This is an optimization exercise on Yosys and OpenROAD, whose aim is a short achievable clock period and few clock cycles, not a production implementation. At most, simulation tests tie the RTL to the original design; equivalence was not proved. No activity file was given, so power comes from the tool's default toggle rates.

==> inputs of 03-10 <==
Design MIPS, start of the top module:
module MIPS(clk,rst,imem_addr,imem_rdata,dmem_addr,dmem_wdata,dmem_wmask,dmem_rdata,wb_en,wb_rd,wb_data);
make LEC_CHECK=0 CAP_MARGIN=20 CORE_MARGIN=2 CORE_UTILIZATION=40 PLACE_DENSITY=0.6 SLEW_MARGIN=20 finish   # period 11.0 ns
run.sh (not shown) runs the stock make flow with config.mk's settings and CLKGATE_MAP_FILE= SYNTH_SCRIPT=/design/flow/synth_recipe.tcl, a recipe that flattens the netlist after the stock synthesis.
==> 02-14: changes against 03-10 <==
--- a/flow/design.v
+++ b/flow/design.v
@@ -9,16 +9,17 @@
     input  [31:0] dmem_rdata;
     output        wb_en;
     output [4:0]  wb_rd;
     output [31:0] wb_data;
     reg [31:0] pc;
     reg        fd_v;
     reg [31:0] fd_ir;
     reg [31:0] fd_pc4;
+    reg        fd_pred;        
     reg        de_v;           
     reg        de_we;          
     reg [4:0]  de_rd;
     reg        de_ld;          
     reg [2:0]  de_ldt;         
     reg        de_st;          
     reg [3:0]  de_smask;
     reg [31:0] de_a, de_b, de_s;
@@ -36,16 +37,25 @@
     reg [2:0]  em_ldt;
     reg [3:0]  em_mask;
     reg [31:0] em_res;
     reg [31:0] em_sdata;
     reg        mw_we;
     reg [4:0]  mw_rd;
     reg [31:0] mw_res;
     reg [31:0] rf [1:31];
+    wire [31:0] pc4    = pc + 32'd4;
+    wire [5:0]  f_op   = imem_rdata[31:26];
+    wire        f_jmp  = (f_op == 6'b000010) | (f_op == 6'b000011);
+    wire        f_br   = (f_op == 6'b000001) | (f_op[5:2] == 4'b0001);
+    wire        f_pred = f_br & imem_rdata[15];
+    wire [31:0] f_btgt = pc4 + {{14{imem_rdata[15]}}, imem_rdata[15:0], 2'b00};
+    wire [31:0] f_jtgt = {pc4[31:28], imem_rdata[25:0], 2'b00};
+    wire        f_redir = f_jmp | f_pred;
+    wire [31:0] f_tgt  = f_jmp ? f_jtgt : f_btgt;
     wire [5:0]  op = fd_ir[31:26];
     wire [4:0]  rs = fd_ir[25:21];
     wire [4:0]  rt = fd_ir[20:16];
     wire [4:0]  rd = fd_ir[15:11];
     wire [4:0]  sa = fd_ir[10:6];
     wire [5:0]  fn = fd_ir[5:0];
     wire [15:0] imm = fd_ir[15:0];
     wire [31:0] simm = {{16{imm[15]}}, imm};
@@ -107,33 +117,41 @@
     wire [31:0] rf_rt = (rt == 5'd0) ? 32'd0 : (mw_we && mw_rd == rt) ? mw_res : rf[rt];
     wire e_hit_rs = de_v & de_we & (de_rd != 5'd0) & (de_rd == rs);
     wire e_hit_rt = de_v & de_we & (de_rd != 5'd0) & (de_rd == rt);
     wire m_hit_rs = em_we & (em_rd != 5'd0) & (em_rd == rs);
     wire m_hit_rt = em_we & (em_rd != 5'd0) & (em_rd == rt);
     wire ld_use   = de_ld & ((e_hit_rs & use_rs) | (e_hit_rt & use_rt));
     wire jr_wait  = (i_jr | i_jalr) & (e_hit_rs | (m_hit_rs & em_ld));
     wire d_stall  = fd_v & (ld_use | jr_wait);
-    wire [31:0] jr_tgt = m_hit_rs ? em_res : rf_rs;
+    wire [31:0] d_rsv = m_hit_rs ? em_res : rf_rs;
+    wire [31:0] d_rtv = m_hit_rt ? em_res : rf_rt;
+    wire        rs_late = e_hit_rs | (m_hit_rs & em_ld);
+    wire        rt_late = e_hit_rt | (m_hit_rt & em_ld);
+    wire        br_dep = rs_late | ((i_beq | i_bne) & rt_late);
+    wire        d_eq   = (d_rsv == d_rtv);
+    wire        d_az   = (d_rsv == 32'd0);
+    wire        d_neg  = d_rsv[31];
+    wire        d_taken = i_beq ? d_eq : i_bne ? ~d_eq : i_blez ? (d_neg | d_az) :
+                          i_bgtz ? ~(d_neg | d_az) : i_bltz ? d_neg : ~d_neg;
+    wire        d_bres = i_branch & ~br_dep;
     wire [31:0] br_tgt = fd_pc4 + {simm[29:0], 2'b00};
-    wire [31:0] j_tgt  = {fd_pc4[31:28], fd_ir[25:0], 2'b00};
-    wire        br_pred = imm[15];         
-    wire d_redir_raw = i_j | i_jal | i_jr | i_jalr | (i_branch & br_pred);
-    wire [31:0] d_tgt = (i_jr | i_jalr) ? jr_tgt : (i_j | i_jal) ? j_tgt : br_tgt;
+    wire d_redir_raw = (i_jr | i_jalr) | (d_bres & (d_taken != fd_pred));
+    wire [31:0] d_tgt = (i_jr | i_jalr) ? d_rsv : d_taken ? br_tgt : fd_pc4;
     wire [31:0] fa = de_fam ? em_res : de_faw ? mw_res : de_a;
     wire [31:0] fb = de_fbm ? em_res : de_fbw ? mw_res : de_b;
     wire [31:0] fs = de_fsm ? em_res : de_fsw ? mw_res : de_s;
     wire [4:0]  shamt = de_shv ? fa[4:0] : de_sh;
     wire [31:0] sum   = fa + fb;
     wire [31:0] diff  = fa - fb;
-    wire        lt_s  = ($signed(fa) < $signed(fb));
+    wire        lt_s  = ({~fa[31], fa[30:0]} < {~fb[31], fb[30:0]});
     wire        lt_u  = (fa < fb);
     wire [31:0] shl   = fb << shamt;
     wire [31:0] shr   = fb >> shamt;
-    wire [31:0] sar   = $signed(fb) >>> shamt;
+    wire [31:0] sar   = shr | ({32{fb[31]}} & ~(32'hffffffff >> shamt));
     wire [31:0] alu =
           ({32{de_add}}  & sum)
         | ({32{de_sub}}  & diff)
         | ({32{de_and}}  & (fa & fb))
         | ({32{de_or}}   & (fa | fb))
         | ({32{de_xor}}  & (fa ^ fb))
         | ({32{de_nor}}  & ~(fa | fb))
         | ({32{de_slt}}  & {31'b0, lt_s})
@@ -173,40 +191,44 @@
             fd_v <= 1'b0;
         end else if (e_redir) begin
             pc   <= de_alt;
             fd_v <= 1'b0;
         end else if (fd_v & d_stall) begin
         end else if (fd_v & d_redir_raw) begin
             pc   <= d_tgt;
             fd_v <= 1'b0;
+        end else if (f_redir) begin
+            pc   <= f_tgt;
+            fd_v <= 1'b1;
         end else begin
             pc   <= pc + 32'd4;
             fd_v <= 1'b1;
         end
     end
     always @(posedge clk) begin
         if (!(fd_v & d_stall)) begin
-            fd_ir  <= imem_rdata;
-            fd_pc4 <= pc + 32'd4;
+            fd_ir   <= imem_rdata;
+            fd_pc4  <= pc4;
+            fd_pred <= f_pred;
         end
     end
     always @(posedge clk) begin
         if (rst) begin
             de_v  <= 1'b0;
             de_we <= 1'b0;
             de_ld <= 1'b0;
             de_st <= 1'b0;
             de_br <= 1'b0;
         end else begin
             de_v  <= d_go;
             de_we <= d_go & d_we;
             de_ld <= d_go & i_load;
             de_st <= d_go & i_store;
-            de_br <= d_go & i_branch;
+            de_br <= d_go & i_branch & br_dep;
         end
     end
     always @(posedge clk) begin
         de_rd <= d_rd;
         de_ldt <= i_lh ? 3'd1 : i_lhu ? 3'd2 : i_lb ? 3'd3 : i_lbu ? 3'd4 : 3'd0;
         de_smask <= i_sw ? 4'b1111 : i_sh ? 4'b0011 : 4'b0001;
         de_a <= (i_jal | i_jalr | i_lui) ? 32'd0 : rf_rs;
         de_b <= (i_jal | i_jalr) ? fd_pc4 : i_lui ? {imm, 16'b0} :
@@ -227,18 +249,18 @@
         de_xor <= i_xorr | i_xori;
         de_nor <= i_norr;
         de_slt <= i_sltr | i_slti;
         de_sltu<= i_sltur | i_sltiu;
         de_sll <= i_sll | i_sllv;
         de_srl <= i_srl | i_srlv;
         de_sra <= i_sra | i_srav;
         de_brt <= i_beq ? 3'd0 : i_bne ? 3'd1 : i_blez ? 3'd2 : i_bgtz ? 3'd3 : i_bltz ? 3'd4 : 3'd5;
-        de_pred <= br_pred;
-        de_alt  <= br_pred ? fd_pc4 : br_tgt;
+        de_pred <= fd_pred;
+        de_alt  <= fd_pred ? fd_pc4 : br_tgt;
     end
     always @(posedge clk) begin
         if (rst) begin
             em_we   <= 1'b0;
             em_ld   <= 1'b0;
             em_mask <= 4'b0;
         end else begin
             em_we   <= de_we;
==> flow/flow/run.sh (new file) <==
#!/bin/bash
set -euo pipefail
bash standard.sh SETUP_SLACK_MARGIN=7.5 TNS_END_PERCENT=100 finish > run_standard.log 2>&1
==> flow/standard.sh (new file) <==
#!/bin/bash
# synth_recipe.tcl (not shown) runs the flow's synth.tcl, then flattens the netlist and writes it again
# the make line also repeats each setting of config.mk as NAME=value (left out here)
make -C /OpenROAD-flow-scripts/flow DESIGN_CONFIG=/design/flow/config.mk WORK_HOME=/design/flow/orfs CLKGATE_MAP_FILE= SYNTH_SCRIPT=/design/flow/synth_recipe.tcl "${@:-finish}"
==> flow/config.mk (replaced) <==
export PLATFORM = sky130hd
export DESIGN_NAME = MIPS
export DESIGN_NICKNAME = MIPS
export VERILOG_FILES = /design/flow/design.v
export SDC_FILE = /design/flow/constraint.sdc
export NUM_CORES = 4
export LEC_CHECK = 0
export ABC_CLOCK_PERIOD_IN_PS = 3500
export CAP_MARGIN = 20
export CORE_MARGIN = 2
export CORE_UTILIZATION = 40
export PLACE_DENSITY = 0.6
export SLEW_MARGIN = 20
removed: flow/run.sh
==> notes.md <==
Between 03-10 and 02-14, the lower global-route usage is in 03-10 (gap 9.0 points).
Maximum frequency: 02-14 is larger than 03-10 (12%).
Against 02-14, the utilization of 03-10 is lower by 6.6 points.
Non-clock buffer count: 03-10 is lower than 02-14 (735).
Of 02-14 and 03-10, 02-14 has the higher clock power (gap about 0.9%, measured against 03-10).
Of 03-10 and 02-14, 02-14 has the higher synthesized area (gap about 3.3%, measured against 02-14).
Via count: 03-10 is smaller than 02-14 (24%).
Setup slack: 03-10 is lower than 02-14 (0.64 ns).
Against 02-14, the sequential share of layout area of 03-10 is higher by 6.4 points.
Testbench counts of 02-14, summed over its fixed seeds: cycles 32,609.
Only the layout flow was run in 03-10; the RTL was not checked for function there.

static timing again, ports no longer ideal:
No port has a modelled driver above. Below, the same layouts with a new extraction and two added sets of constraints. Step 1, drivers: a clkbuf_16 drives clk and a buf_2 each remaining input, both assumed. Step 2 adds t to the input delays and takes it off the output delays; t is the mean of the earliest and latest rising clock arrival at the registers after step 1. Input paths then give back, and output paths get back, about the clock's delay inside the block. Three values: ideal, step 1, step 2; two values: the first two.
run	t, ns	slack for setup (ns)	worst slew at a driven data input, ns	cell pins on the clock port's net
03-10	0.926	5.046 / 5.046 / 5.046	0.09	1
02-14	0.960	5.691 / 5.691 / 5.049	0.06	1
After both steps every run listed still meets setup and hold. The setup slack of 02-14, which loses most, moves by 0.000 ns with the drivers and by -0.642 ns with both steps.
